Background: an optimization exercise with open tools, aiming at small area and a short achievable clock period. Do not read the settings as production practice. RTL that was checked went through simulation tests only; none was proved equivalent to the original. Power figures rest on the tool's default switching activity, not on a simulated workload.

// datapath
module datapath(datapath_in, vsel, writenum, write, readnum, clk, loada, loadb, shift, asel, bsel, ALUop, loadc, loads, datapath_out, Z_out);
  input write, clk, loada, loadb, vsel, asel, bsel, loadc, loads;
  input [1:0] shift, ALUop;
  input [2:0] writenum, readnum;
  input [15:0] datapath_in;
  output [15:0] datapath_out;
  output Z_out;
  reg [15:0] R0, R1, R2, R3, R4, R5, R6, R7;
  reg [15:0] A, B, C;
  reg S;
  wire [15:0] wdata = vsel ? datapath_in : C;
  always @(posedge clk) begin
    if (write && writenum == 3'd0) R0 <= wdata;
    if (write && writenum == 3'd1) R1 <= wdata;
    if (write && writenum == 3'd2) R2 <= wdata;
    if (write && writenum == 3'd3) R3 <= wdata;
    if (write && writenum == 3'd4) R4 <= wdata;
    if (write && writenum == 3'd5) R5 <= wdata;
    if (write && writenum == 3'd6) R6 <= wdata;
    if (write && writenum == 3'd7) R7 <= wdata;
  end
  wire [7:0] rsel = 8'b1 << readnum;
  wire [15:0] rdata;
  genvar i;
  generate
    for (i = 0; i < 16; i = i + 1) begin : rd
      read_bit u(.r({R7[i], R6[i], R5[i], R4[i], R3[i], R2[i], R1[i], R0[i]}), .s(rsel), .q(rdata[i]));
    end
  endgenerate
  always @(posedge clk) begin
    if (loada) A <= rdata;
    if (loadb) B <= rdata;
  end
  wire [15:0] alu_out;
  wire Z;
  alu16 u_alu(.a(A), .b(B), .imm(datapath_in[4:0]), .asel(asel), .bsel(bsel), .shift(shift),
              .op(ALUop), .out(alu_out), .z(Z));
  ...
For scale: ~600 cells after synthesis, about 180 flip-flops, about 0.0081 mm² of cells after synthesis.
==> flow/config.mk <==
export PLATFORM = sky130hd
export DESIGN_NAME = datapath
export DESIGN_NICKNAME = datapath
export VERILOG_FILES = /design/flow/design.v
export SDC_FILE = /design/flow/constraint.sdc
export NUM_CORES = 4
export LEC_CHECK = 0
export CAP_MARGIN = 20
export CORE_MARGIN = 2
export CORE_UTILIZATION = 65
export SETUP_SLACK_MARGIN = 2.6
export SLEW_MARGIN = 20
export SYNTH_HIERARCHICAL = 1
export SYNTH_MINIMUM_KEEP_SIZE = 0
==> flow/constraint.sdc <==
create_clock -name core_clock -period 5.0 [get_ports {clk}]
set_input_delay 1.0000 -clock core_clock [delete_from_list [all_inputs] [get_ports {clk}]]
set_output_delay 1.0000 -clock core_clock [all_outputs]
set_load 0.01 [all_outputs]
standard.sh (not shown) runs the stock make flow with config.mk's settings and CLKGATE_MAP_FILE= SYNTH_SCRIPT=/design/flow/synth_recipe.tcl, a recipe that flattens the netlist after the stock synthesis.
==> flow/flow/run.sh <==
#!/bin/bash
# Layout flow: the standard flow (standard.sh, unchanged synthesis) with
# smaller port buffers and no dummy clock loads. Each tool's full output
# stays in orfs/logs/; make's own output goes to flow_make.log here.
set -euo pipefail
bash standard.sh \
  "BUFFER_PORTS_ARGS=-buffer_cell sky130_fd_sc_hd__buf_2" \
  "CTS_ARGS=-sink_clustering_enable -repair_clock_nets -dont_use_dummy_load" \
  finish > flow_make.log 2>&1
The baseline completed with no timing, DRC or antenna violations.
Rerun with:
Settings changed: SETUP_SLACK_MARGIN 2.6 to 3.0.
=> Cell count went up by a few percent; combinational power went up by a little under a tenth; total power went up slightly; design area went up by a few percent; routed wire length went up by a few percent; utilization went up by 1.9 points; maximum frequency went down slightly; hold slack improved by 0.012 ns.
Rerun with:
--- a/flow/flow/run.sh
+++ b/flow/flow/run.sh
@@ -7,3 +7,3 @@
   "BUFFER_PORTS_ARGS=-buffer_cell sky130_fd_sc_hd__buf_2" \
-  "CTS_ARGS=-sink_clustering_enable -repair_clock_nets -dont_use_dummy_load" \
+  "CTS_ARGS=-sink_clustering_enable -repair_clock_nets -dont_use_dummy_load -buf_list sky130_fd_sc_hd__clkbuf_8" \
   finish > flow_make.log 2>&1
Settings changed: SETUP_SLACK_MARGIN 3.0 to 2.1.
After rerunning: The new run finished with timing, DRC and antenna clean. Worst hold slack is better by 0.018 ns. Critical path depth stays the same. Combinational power fell by about a fifth.
Rerun with:
Settings changed: SETUP_SLACK_MARGIN 2.1 to 2.3.
=> Worst hold slack loses 0.021 ns; setup slack is better by 0.15 ns; design area came out higher by 4.1%.

---

Setup of branch juniper:
datapath, a different RTL version from the one above (not shown whole).
For scale: ~620 cells after synthesis, ~52 I/O pins, about 8200 µm² of cells after synthesis.
clock: 5.0 ns
lec_check: 0
cap_margin: 20
core_margin: 2
core_utilization: 65
setup_slack_margin: 2.6
slew_margin: 20
synth_hierarchical: 1
synth_minimum_keep_size: 0
==> flow/flow/run.sh <==
#!/bin/bash
# Layout flow: the standard flow (standard.sh, unchanged synthesis) with
# smaller port buffers, smaller clock buffers and no dummy clock loads. Each tool's full output
# stays in orfs/logs/; make's own output goes to flow_make.log here.
set -euo pipefail
bash standard.sh \
  "BUFFER_PORTS_ARGS=-buffer_cell sky130_fd_sc_hd__buf_2" \
  "CTS_ARGS=-sink_clustering_enable -repair_clock_nets -dont_use_dummy_load -buf_list sky130_fd_sc_hd__clkbuf_8" \
  finish > flow_make.log 2>&1
Having completed the whole flow, branch juniper delivered a layout that passed the timing, DRC and antenna checks.
Here is what was changed in the inputs of branch delta compared with branch juniper.
Settings: SETUP_SLACK_MARGIN: 2.6 -> 2.3.
[summary]
- Layout overhead on the synthesized area ends up lower on branch delta.
- Measured against each other, branch juniper and branch delta differ in clock-pin slew on the worst setup and hold paths, the higher figure coming from branch delta.
- Side by side, total via count after detailed routing turned out lower in branch delta than in branch juniper.
- branch delta against branch juniper: max-slew violation total from the final report did not really move; routed wire length per instance went down.
- In the tables for branch juniper and branch delta, met1 usage in global routing reads lower with branch delta.
- met1 wire length was lower in the run labelled branch delta.
- Sequential share of cell area was lower in the run labelled branch juniper.
- branch juniper reports its cell type of the slowest stage on the worst timing path as sky130_fd_sc_hd__xnor2_4 while branch delta reports sky130_fd_sc_hd__nand3_1.
- branch delta vs branch juniper, instance count: branch delta lower
- The transition time of the tightest slew-check pin of branch delta falls short of that of branch juniper by 0.026 ns.
- Setup slack: branch delta less than branch juniper
Function was not checked in any run of this note: the RTL went through the layout flow alone.

---

== job 7484 ==
Another version of the RTL of datapath (not shown whole).
Size in the first run: ~180 flip-flops, about 8300 um2 of cells after synthesis.
## datapath
module datapath(datapath_in, vsel, writenum, write, readnum, clk, loada, loadb, shift, asel, bsel, ALUop, loadc, loads, datapath_out, Z_out);
==> flow/config.mk <==
export PLATFORM = sky130hd
export DESIGN_NAME = datapath
export DESIGN_NICKNAME = datapath
export VERILOG_FILES = /design/flow/design.v
export SDC_FILE = /design/flow/constraint.sdc
export NUM_CORES = 4
export LEC_CHECK = 0
export CAP_MARGIN = 20
export CORE_MARGIN = 2
export CORE_UTILIZATION = 65
export SETUP_SLACK_MARGIN = 2.3
export SLEW_MARGIN = 20
export SYNTH_HIERARCHICAL = 1
export SYNTH_MINIMUM_KEEP_SIZE = 0
==> flow/constraint.sdc <==
create_clock -name core_clock -period 5.0 [get_ports {clk}]
set_input_delay 1.0000 -clock core_clock [delete_from_list [all_inputs] [get_ports {clk}]]
set_output_delay 1.0000 -clock core_clock [all_outputs]
set_load 0.01 [all_outputs]
Scripts as last shown in full above: flow/flow/run.sh
Per the final summary, job 7484 finished and its layout is clean on timing, DRC and antenna.
Setup changes, job 7484 to job 3425
- changing CORE_UTILIZATION from 65 to 55
--- a/flow/flow/run.sh
+++ b/flow/flow/run.sh
@@ -5,5 +5,5 @@
 set -euo pipefail
 bash standard.sh \
-  "BUFFER_PORTS_ARGS=-buffer_cell sky130_fd_sc_hd__buf_2" \
+  "BUFFER_PORTS_ARGS=-buffer_cell sky130_fd_sc_hd__buf_1" \
   "CTS_ARGS=-sink_clustering_enable -repair_clock_nets -dont_use_dummy_load -buf_list sky130_fd_sc_hd__clkbuf_8" \
   finish > flow_make.log 2>&1
--- outcome ---
Per the final summary, job 3425 finished and its layout is clean on timing, DRC and antenna. Compared with job 7484, job 3425 shows largest net degree at the start of global routing that has gone up by a few percent. Delta (job 3425 minus job 7484): final worst slack rose by 0.035 ns, routed wire length rose by about 4%, global-route wire length before repair rose by 7.7%, proportion of cell area occupied by multi-input gates rose by 0.44 points. Compared with job 7484, job 3425 shows a higher post-cts sizing count. Job 3425 vs job 7484 — share of the clock period used by the worst path after layout dropped 0.70 points.
Inputs modified between job 3425 and job 4813:
- CORE_UTILIZATION: 55 -> 65
- GPL_ROUTABILITY_DRIVEN: unset -> 0
--- outcome ---
- Job 4813 has clock network fraction of total power above what job 3425 had.
- Of job 4813 and job 3425, job 4813 shows the higher starting utilization of the core area, with job 3425 below it.
- Going from job 3425 to job 4813, non-clock buffer count shrinks by 1.
- Compared with job 3425, job 4813 is more frugal on power.
- Job 4813 vs job 3425 — worst setup slack dropped 0.026 ns.
- Measured against job 3425, the post-cts resize count of job 4813 comes out at 1.4 times the reference value.
- Summed area of non-filler cells in the final layout: job 4813 lower than job 3425
- Compare job 4813 and job 3425 | non-clock inverter instance count of the final layout higher: job 4813
- | arrival time of data at the critical path endpoint | job 4813 vs job 3425 | 0.04 ns higher |
- Number of setup buffers added after CTS for job 4813 is lower than for job 3425.
- On worst hold slack, job 3425 tracks job 4813 almost exactly.
Inputs modified between job 4813 and job 4957:
- changing CORE_UTILIZATION from 65 to 75
- removing GPL_ROUTABILITY_DRIVEN (formerly 0)
--- a/flow/flow/run.sh
+++ b/flow/flow/run.sh
@@ -5,5 +5,5 @@
 set -euo pipefail
 bash standard.sh \
-  "BUFFER_PORTS_ARGS=-buffer_cell sky130_fd_sc_hd__buf_1" \
+  "BUFFER_PORTS_ARGS=-buffer_cell sky130_fd_sc_hd__buf_2" \
   "CTS_ARGS=-sink_clustering_enable -repair_clock_nets -dont_use_dummy_load -buf_list sky130_fd_sc_hd__clkbuf_8" \
   finish > flow_make.log 2>&1
### Flow results
In job 4957 relative to job 4813, post-route cell area had gone down slightly. Relative to job 4813, job 4957 degrades final setup slack of the worst path. Total power: job 4957 above job 4813.

---

datapath with an RTL version that a note above also has.
Size in the first run: roughly 600 cells after synthesis, roughly 180 flip-flops, roughly 52 I/O pins.
Design datapath, start of the top module:
module datapath(datapath_in, vsel, writenum, write, readnum, clk, loada, loadb, shift, asel, bsel, ALUop, loadc, loads, datapath_out, Z_out);
Settings: LEC_CHECK=0, CAP_MARGIN=20, CORE_MARGIN=2, CORE_UTILIZATION=65, CTS_BUF_LIST=sky130_fd_sc_hd__clkbuf_4, SETUP_SLACK_MARGIN=2.6, SLEW_MARGIN=20, SYNTH_HIERARCHICAL=1, SYNTH_MINIMUM_KEEP_SIZE=0; clock period 5.0 ns.
==> flow/flow/run.sh <==
#!/bin/bash
# Layout flow: the standard flow (standard.sh, unchanged synthesis) with
# smaller port buffers and no dummy clock loads. Each tool's full output
# stays in orfs/logs/; make's own output goes to flow_make.log here.
set -euo pipefail
bash standard.sh \
  "BUFFER_PORTS_ARGS=-buffer_cell sky130_fd_sc_hd__buf_2" \
  "CTS_ARGS=-sink_clustering_enable -repair_clock_nets -dont_use_dummy_load" \
  finish > flow_make.log 2>&1
==> next run, changes <==
--- a/flow/flow/run.sh
+++ b/flow/flow/run.sh
@@ -8 +8 @@
-  "CTS_ARGS=-sink_clustering_enable -repair_clock_nets -dont_use_dummy_load" \
+  "CTS_ARGS=-sink_clustering_enable -repair_clock_nets -dont_use_dummy_load -buf_list sky130_fd_sc_hd__clkbuf_8" \
- CTS_BUF_LIST: sky130_fd_sc_hd__clkbuf_4 -> default
Sequential power hardly moves.
Routed wire length shrinks by 3.4%.
Power shrinks by 9.8%.
Maximum frequency came out higher by 0.88%.
Worst setup slack improved by 24 ps.
Die area does not change.

---

RTL: one of the versions met above, not the one the previous note started from.
For scale: ~630 cells after synthesis, ~180 flip-flops, roughly 52 I/O pins, ~0.0083 mm2 of cells after synthesis.
## datapath
module datapath(datapath_in, vsel, writenum, write, readnum, clk, loada, loadb, shift, asel, bsel, ALUop, loadc, loads, datapath_out, Z_out);
  input write, clk, loada, loadb, vsel, asel, bsel, loadc, loads;
  input [1:0] shift, ALUop;
  input [2:0] writenum, readnum;
  input [15:0] datapath_in;
  output [15:0] datapath_out;
  output Z_out;
  reg [15:0] R0, R1, R2, R3, R4, R5, R6, R7;
  reg [15:0] A, B, C;
  reg S;
  wire [15:0] wdata = vsel ? datapath_in : C;
  always @(posedge clk) begin
    if (write && writenum == 3'd0) R0 <= wdata;
    if (write && writenum == 3'd1) R1 <= wdata;
    if (write && writenum == 3'd2) R2 <= wdata;
    if (write && writenum == 3'd3) R3 <= wdata;
    if (write && writenum == 3'd4) R4 <= wdata;
    if (write && writenum == 3'd5) R5 <= wdata;
    if (write && writenum == 3'd6) R6 <= wdata;
    if (write && writenum == 3'd7) R7 <= wdata;
  end
  wire [7:0] rsel = 8'b1 << readnum;
  wire [15:0] rdata;
  genvar i;
  generate
    for (i = 0; i < 16; i = i + 1) begin : rd
      read_bit u(.r({R7[i], R6[i], R5[i], R4[i], R3[i], R2[i], R1[i], R0[i]}), .s(rsel), .q(rdata[i]));
    end
  endgenerate
  always @(posedge clk) begin
    if (loada) A <= rdata;
    if (loadb) B <= rdata;
  end
  wire [15:0] c_next;
  wire s_next;
  alu16 u_alu(.a(A), .b(B), .imm(datapath_in[4:0]), .asel(asel), .bsel(bsel), .shift(shift),
              .op(ALUop), .loadc(loadc), .loads(loads), .c_q(C), .s_q(S),
              .d_c(c_next), .d_s(s_next));
  always @(posedge clk) begin
    C <= c_next;
    S <= s_next;
  end
  assign datapath_out = C;
  assign Z_out = S;
endmodule
==> flow/config.mk <==
export PLATFORM = sky130hd
export DESIGN_NAME = datapath
export DESIGN_NICKNAME = datapath
export VERILOG_FILES = /design/flow/design.v
export SDC_FILE = /design/flow/constraint.sdc
export NUM_CORES = 4
export LEC_CHECK = 0
export CAP_MARGIN = 20
export CORE_MARGIN = 2
export CORE_UTILIZATION = 65
export GPL_TIMING_DRIVEN = 0
export SETUP_SLACK_MARGIN = 2.3
export SLEW_MARGIN = 20
export SYNTH_HIERARCHICAL = 1
export SYNTH_MINIMUM_KEEP_SIZE = 0
==> flow/constraint.sdc <==
create_clock -name core_clock -period 5.0 [get_ports {clk}]
set_input_delay 1.0000 -clock core_clock [delete_from_list [all_inputs] [get_ports {clk}]]
set_output_delay 1.0000 -clock core_clock [all_outputs]
set_load 0.01 [all_outputs]
==> flow/flow/run.sh <==
#!/bin/bash
# Layout flow: the standard flow (standard.sh, unchanged synthesis) with
# smaller port buffers, smaller clock buffers and no dummy clock loads. Each tool's full output
# stays in orfs/logs/; make's own output goes to flow_make.log here.
set -euo pipefail
bash standard.sh \
  "BUFFER_PORTS_ARGS=-buffer_cell sky130_fd_sc_hd__buf_1" \
  "CTS_ARGS=-sink_clustering_enable -repair_clock_nets -dont_use_dummy_load -buf_list sky130_fd_sc_hd__clkbuf_8" \
  finish > flow_make.log 2>&1
The baseline finished with timing, DRC and antenna clean.
Then changed:
- GPL_TIMING_DRIVEN: 0 -> default
- SETUP_SLACK_MARGIN: 2.3 -> 2.2
Outcome: The changed run finished clean; combinational power fell by 8.3%; hold slack gets worse by 7.9 ps; global-route usage went up by 0.75 points; cell area fell by 3.1%; via count stays flat; synthesized cell count stays the same; final cell count is lower by 1.7%; critical path depth is unchanged; wire length rises by 1.1%.
Then changed:
--- a/flow/flow/run.sh
+++ b/flow/flow/run.sh
@@ -7,2 +7,2 @@
-  "BUFFER_PORTS_ARGS=-buffer_cell sky130_fd_sc_hd__buf_1" \
-  "CTS_ARGS=-sink_clustering_enable -repair_clock_nets -dont_use_dummy_load -buf_list sky130_fd_sc_hd__clkbuf_8" \
+  "BUFFER_PORTS_ARGS=-buffer_cell sky130_fd_sc_hd__buf_2" \
+  "CTS_ARGS=-sink_clustering_enable -repair_clock_nets -dont_use_dummy_load -buf_list sky130_fd_sc_hd__clkbuf_8 -sink_clustering_size 30 -sink_clustering_max_diameter 100" \
- SETUP_SLACK_MARGIN: 2.2 -> 2.3
Count of clock-buffer cells in the layout stays the same; final area rose by 3.6%; combinational power goes up by 9.5%; utilization climbs by 2.7 points; die area does not change; synthesized cell count does not change; power increases by 1.8%; fmax grows by 3.2%.
Then changed:
--- a/flow/flow/run.sh
+++ b/flow/flow/run.sh
@@ -7,2 +7,2 @@
-  "BUFFER_PORTS_ARGS=-buffer_cell sky130_fd_sc_hd__buf_2" \
-  "CTS_ARGS=-sink_clustering_enable -repair_clock_nets -dont_use_dummy_load -buf_list sky130_fd_sc_hd__clkbuf_8 -sink_clustering_size 30 -sink_clustering_max_diameter 100" \
+  "BUFFER_PORTS_ARGS=-buffer_cell sky130_fd_sc_hd__buf_1" \
+  "CTS_ARGS=-sink_clustering_enable -repair_clock_nets -dont_use_dummy_load -buf_list sky130_fd_sc_hd__clkbuf_8" \
- SETUP_SLACK_MARGIN: 2.3 -> 2.45
=>
- The new run passed the timing, DRC and antenna checks
- synthesized cell count does not change
- cell area climbs by 2.6%
- first-iteration DRC count drops by about 10%
- routed wire length climbs by about 5%
- maximum frequency climbs by about 5%
- hold slack is about the same
- non-clock buffer count climbs by 9
- power climbs by 2.0%
- global-route usage climbs by 0.39 points
- clock-buffer cell count is unchanged
Then changed:
- CORE_UTILIZATION: 65 -> 60
- PLACE_DENSITY: default -> 0.7
- SETUP_SLACK_MARGIN: 2.45 -> 2.3
What happened:
- cell area falls by a few percent
- via count shrinks by a few percent
- wire length goes down by a few percent
- sequential power barely changes
- area after synthesis is unchanged
- final cell count decreases slightly
- sequential cell count stays the same
Then changed:
- CORE_UTILIZATION: 60 -> 65
- PLACE_DENSITY: 0.7 -> default
=> Clock skew is about the same. Total power is lower slightly. Count of clock-buffer cells in the layout is unchanged. Sequential power barely changes.

separate check: timing with driven ports:
Ports are ideal in the flow. The routed layouts listed here were re-timed in OpenROAD. Step 1: set_driving_cell puts a clkbuf_16 on clk and a buf_2 on each other input, an assumption about the parent block. Step 2 also shifts input and output timing later by t, the mid clock arrival at the registers, as if the neighbouring blocks saw the same clock. Slacks: ideal ports / drivers / drivers and shift; pairs: ideal ports / drivers.
| run | shift t [ns] | setup slack, ns | latest minus earliest clock arrival (ns) |
|---|---|---|---|
| the first run of note 1 | 0.470 | 2.235 / 2.233 / 1.763 | 0.033 / 0.033 |
| the second run of note 1 | 0.463 | 2.217 / 2.205 / 1.743 | 0.022 / 0.023 |
| the third run of note 1 | 0.468 | 2.119 / 2.123 / 1.655 | 0.030 / 0.030 |
| the fourth run of note 1 | 0.478 | 2.270 / 2.257 / 1.779 | 0.034 / 0.034 |
| branch juniper | 0.481 | 2.385 / 2.354 / 1.873 | 0.032 / 0.032 |
| branch delta | 0.458 | 2.307 / 2.318 / 1.860 | 0.043 / 0.043 |
| job 7484 | 0.467 | 2.326 / 2.311 / 1.845 | 0.031 / 0.031 |
| job 3425 | 0.460 | 2.362 / 2.327 / 1.867 | 0.044 / 0.044 |
| job 4813 | 0.478 | 2.335 / 2.284 / 1.806 | 0.028 / 0.029 |
| job 4957 | 0.481 | 2.127 / 2.143 / 1.663 | 0.033 / 0.033 |
| the first run of note 4 | 0.470 | 2.235 / 2.233 / 1.763 | 0.033 / 0.033 |
| the second run of note 4 | 0.489 | 2.259 / 2.248 / 1.760 | 0.046 / 0.045 |
| the first run of note 5 | 0.482 | 2.362 / 2.354 / 1.872 | 0.035 / 0.035 |
| the second run of note 5 | 0.475 | 2.240 / 2.224 / 1.750 | 0.029 / 0.029 |
| the third run of note 5 | 0.467 | 2.326 / 2.311 / 1.845 | 0.031 / 0.031 |
| the fourth run of note 5 | 0.477 | 2.449 / 2.396 / 1.919 | 0.032 / 0.032 |
| the fifth run of note 5 | 0.463 | 2.363 / 2.353 / 1.890 | 0.036 / 0.036 |
| the sixth run of note 5 | 0.474 | 2.359 / 2.371 / 1.898 | 0.035 / 0.035 |
After both steps setup and hold are still met in every run listed. The setup slack of the fourth run of note 5, which loses most, moves by -0.053 ns with the drivers and by -0.530 ns with both steps.
